This design comes from an exercise in tuning for small area on the open sky130 flow, not from production work. Where RTL was checked, it was by simulation tests only, not by an equivalence proof against the original. The clock port is modelled as an ideal driver, which makes a skipped or thinned clock tree look cheaper than it is; a real chip needs a root buffer or a tree. Power and IR drop assume default switching activity.

// seg_595_dynamic
module seg_595_dynamic
(
    input wire sys_clk,
    input wire sys_rst_n,
    input wire [13:0] data,
    input wire [3:0] point,
    input wire seg_en,
    input wire sign,
    output wire stcp,
    output wire shcp,
    output wire ds,
    output wire oe
);
For scale: roughly 53 flip-flops, roughly 26 I/O pins, about 2500 sq um of cells after synthesis.
==> module seg_dynamic, before the edit <==
module seg_dynamic
(
    input wire sys_clk,
    input wire sys_rst_n,
    input wire [13:0] data,
    input wire [3:0] point,
    input wire seg_en,
    input wire sign,
    output wire stcp,
    output reg shcp,
    output reg ds
);
reg [1:0]  a2;
reg [3:0]  m;
wire [3:0] a = {m[1:0], a2};    
reg [11:0] w;
reg [2:0]  cs;     
wire wtop = w[11] & w[10] & w[5] & w[4];    
wire wend = wtop & w[2];                    
wire ewin = wtop & ~w[2];                   
wire [1:0] wl = w[1:0];
wire mt = (a2 == 2'd3);                      
wire wt = mt & (m[1:0] == 2'd3);             
wire [3:0]  minc = m + mt;                   
wire [11:0] winc = w + wt;                   
always @(posedge sys_clk or negedge sys_rst_n)
    if (!sys_rst_n) begin
        a2 <= 2'd1;
        m <= 4'd0;
        w <= 12'd3124;
    end else begin
        a2 <= a2 + 1'b1;
        m <= minc & ~({4{mt & m[3] & m[1] & m[0]}} & 4'b1100);
        w <= winc & ~({12{wt & wend}} & 12'b1100_0011_0101);
    end
wire flag = wend & (a == 4'd0);    
always @(posedge sys_clk or negedge sys_rst_n)
    if (!sys_rst_n)
        cs <= 3'd0;
    else if (flag)
        cs <= {cs[1:0], ~cs[2]};
wire s0 = ~cs[2] & ~cs[0];
wire s1 = ~cs[1] &  cs[0];
wire s2 = ~cs[2] &  cs[1];
wire s3 =  cs[2] &  cs[0];
wire s4 =  cs[1] & ~cs[0];
wire shi = cs[2] & ~cs[0];           
wire codd = cs[2] ^ cs[1] ^ cs[0];
reg [15:0] r;
reg [3:0]  rem;
reg        qf;     
reg        pf;     
wire [1:0] W = wl;
wire load  = ewin & (a == 4'd2) & (W == {1'b0, ~codd});
wire start = ewin & (((W == 2'd0) & (a == 4'd3)) | ((W == 2'd1) & (a == 4'd3)) |
                     ((W == 2'd2) & (a == 4'd2)) | ((W == 2'd3) & (a == 4'd1)));
wire tap16 = ewin & ((W == 2'd0) | ((W == 2'd1) & (a < 4'd3)));
reg  rot;
always @(*)
    case (1'b1)
        s0: rot = ewin & ((W != 2'd3) | (a == 4'd0));
        s1: rot = ewin & (~W[1] | ((W == 2'd2) & (a < 4'd2)));
        default: rot = 1'b0;
    endcase
wire       top  = tap16 ? r[15] : r[14];
wire [3:0] rin  = (start | ~ewin) ? 4'd0 : rem;
wire [2:0] ru   = rin[3:1];
wire       qbit = ru[0] ^ rin[0];                           
reg  [2:0] un;                                              
always @(*)
    case ({ru, top})
        4'b000_0: un = 3'd0;
        4'b000_1: un = 3'd1;
        4'b001_0: un = 3'd2;
        4'b001_1: un = 3'd3;
        4'b010_0: un = 3'd4;
        4'b010_1: un = 3'd0;
        4'b011_0: un = 3'd1;
        4'b011_1: un = 3'd2;
        4'b100_0: un = 3'd3;
        4'b100_1: un = 3'd4;
        default:  un = {2'b00, top};
    endcase
always @(posedge sys_clk) begin
    r   <= {r[14:0], rot ? top : qbit} | {2'b00, {14{load}} & data};
    rem <= {un, top};
    qf  <= start ? qbit : (qf | qbit);
    if (start)
        pf <= (rem != 4'd0);
end
wire [3:0] pc = {point[3], |point[3:2], |point[3:1], |point[3:0]};    
reg  kc, kl;
always @(*)
    case (1'b1)
        s1: begin kc = pc[1]; kl = pc[0]; end
        s2: begin kc = pc[2]; kl = pc[1]; end
        default: begin kc = pc[3]; kl = pc[2]; end
    endcase
reg kc_d, z_d;
always @(posedge sys_clk) begin
    kc_d <= kc;
    z_d  <= (pf | kl) & sign;    
end
wire show = s0 | qf | (rem != 4'd0) | kc_d;
wire [3:0] nib = shi ? 4'd0 : show ? rem : {3'b111, ~z_d};    
reg [3:0] dd;
reg       dot;
always @(posedge sys_clk or negedge sys_rst_n)
    if (!sys_rst_n) begin
        dd  <= 4'd0;
        dot <= 1'b1;
    end else if (flag) begin
        if (seg_en)
            dd <= nib;
        dot <= ~((s0 & point[0]) | (s1 & point[1]) | (s2 & point[2]) | (s3 & point[3]));
    end
reg [7:0] seg;    
always @(*)
    case (dd)
        4'b0000: seg = {dot, 7'b100_0000};    
        4'b0011: seg = {dot, 7'b111_1001};    
        4'b0100: seg = {dot, 7'b010_0100};    
        4'b0111: seg = {dot, 7'b011_0000};    
        4'b1000: seg = {dot, 7'b001_1001};    
        4'b0001: seg = {dot, 7'b001_0010};    
        4'b0010: seg = {dot, 7'b000_0010};    
        4'b0101: seg = {dot, 7'b111_1000};    
        4'b0110: seg = {dot, 7'b000_0000};    
        4'b1001: seg = {dot, 7'b001_0000};    
        4'b1110: seg = 8'b1011_1111;          
        default: seg = 8'b1111_1111;          
    endcase
wire [3:0] sel = {s4, s3, s2, s1};
wire [11:0] frame = {seg[0], seg[1], seg[2], seg[3], seg[4], seg[5], seg[6], seg[7], sel};
reg ds_pre;    
always @(posedge sys_clk)
    ds_pre <= frame[m];
always @(posedge sys_clk or negedge sys_rst_n)
    if (!sys_rst_n) begin
        ds   <= 1'b0;
        shcp <= 1'b0;
    end else begin
        if ((a2 == 2'd1) & shcp)    
            ds <= ds_pre;
        shcp <= a2[1] ~^ a2[0];    
    end
assign stcp = shcp & (a2 == 2'd1) & (m == 4'd0);
endmodule
==> flow/config.mk <==
export PLATFORM = sky130hd
export DESIGN_NAME = seg_595_dynamic
export DESIGN_NICKNAME = seg_595_dynamic
export VERILOG_FILES = /design/flow/design.v
export SDC_FILE = /design/flow/constraint.sdc
export NUM_CORES = 4
export LEC_CHECK = 0
export CAP_MARGIN = 20
export CORE_MARGIN = 2
export CORE_UTILIZATION = 60
export SLEW_MARGIN = 20
==> flow/constraint.sdc <==
create_clock -name core_clock -period 10.0 [get_ports {sys_clk}]
set_input_delay 2.0000 -clock core_clock [delete_from_list [all_inputs] [get_ports {sys_clk}]]
set_output_delay 2.0000 -clock core_clock [all_outputs]
set_load 0.01 [all_outputs]
standard.sh (not shown) runs the stock make flow with config.mk's settings and CLKGATE_MAP_FILE= SYNTH_SCRIPT=/design/flow/synth_recipe.tcl, a recipe that flattens the netlist after the stock synthesis.
==> flow/flow/run.sh <==
#!/bin/bash
set -euo pipefail
export BUFFER_PORTS_ARGS="-buffer_cell sky130_fd_sc_hd__buf_1"
export CLK_GROUPS=3
export CLK_GROUP_CELL=sky130_fd_sc_hd__clkbuf_8
export PRE_CTS_TCL="$(pwd)/flow/clk_groups.tcl"
export POST_RESIZE_TCL="$(pwd)/flow/downsize.tcl"
export POST_FLOORPLAN_TCL="$(pwd)/flow/restructure.tcl"
bash standard.sh > standard_flow.log 2>&1
Other scripts of this flow, unchanged in this note and not shown: flow/flow/clk_groups.tcl, flow/flow/downsize.tcl, flow/flow/restructure.tcl
Change:
--- a/flow/design.v
+++ b/flow/design.v
@@ -46,11 +46,10 @@
 wire s4 =  cs[1] & ~cs[0];
 wire shi = cs[2] & ~cs[0];           
 wire codd = cs[2] ^ cs[1] ^ cs[0];
 reg [15:0] r;
 reg [3:0]  rem;
-reg        qf;     
 reg        pf;     
 wire [1:0] W = wl;
 wire load  = ewin & (a == 4'd2) & (W == {1'b0, ~codd});
 wire start = ewin & (((W == 2'd0) & (a == 4'd3)) | ((W == 2'd1) & (a == 4'd3)) |
                      ((W == 2'd2) & (a == 4'd2)) | ((W == 2'd3) & (a == 4'd1)));
@@ -82,11 +81,10 @@
         default:  un = {2'b00, top};
     endcase
 always @(posedge sys_clk) begin
     r   <= {r[14:0], rot ? top : qbit} | {2'b00, {14{load}} & data};
     rem <= {un, top};
-    qf  <= start ? qbit : (qf | qbit);
     if (start)
         pf <= (rem != 4'd0);
 end
 wire [3:0] pc = {point[3], |point[3:2], |point[3:1], |point[3:0]};    
 reg  kc, kl;
@@ -99,11 +97,11 @@
 reg kc_d, z_d;
 always @(posedge sys_clk) begin
     kc_d <= kc;
     z_d  <= (pf | kl) & sign;    
 end
-wire show = s0 | qf | (rem != 4'd0) | kc_d;
+wire show = s0 | (r[6:0] != 7'd0) | (rem != 4'd0) | kc_d;
 wire [3:0] nib = shi ? 4'd0 : show ? rem : {3'b111, ~z_d};    
 reg [3:0] dd;
 reg       dot;
 always @(posedge sys_clk or negedge sys_rst_n)
     if (!sys_rst_n) begin
After rerunning: Clock skew is about the same; routed wire length grows slightly; cell area barely changes; via count grows slightly; die area grows by a few percent; worst setup slack is worse by 0.013 ns; first-iteration DRC count shrinks by a quarter to a third; sequential share of layout area shrinks by 0.80 points; power shrinks by a few percent; cell count grows slightly.
For the second run of this note, only the layout was checked, not whether the RTL still works. In every run of this note, the design's own scripts or RTL, not TritonCTS, make the clock network.

[what the ideal ports hide]
In the flow no input, the clock included, has a driving cell. The finished layouts below were timed again as built, in two steps.
Step 1 assumes that a clkbuf_16 drives the clock port and a buf_2 every other input.
Step 2 times the ports against the registers' clock, not the clock port: input delays grow and output delays shrink by t, the midpoint of the rising clock arrivals with the driver on.
Slacks: no drivers / after step 1 / after step 2; pairs: no drivers / after step 1.
run | t, ns | setup WS [ns] | worst setup path at the end | latest minus earliest clock arrival (ns)
the first run | 0.203 | 5.347 / 5.322 / 5.322 | input to output | 0.016 / 0.015
the second run | 0.198 | 5.334 / 5.312 / 5.312 | input to output | 0.014 / 0.014
After both steps setup and hold are still met in every run listed. For the first run, which loses most, drivers alone change the setup slack by -0.025 ns; drivers and shift together by -0.025 ns.
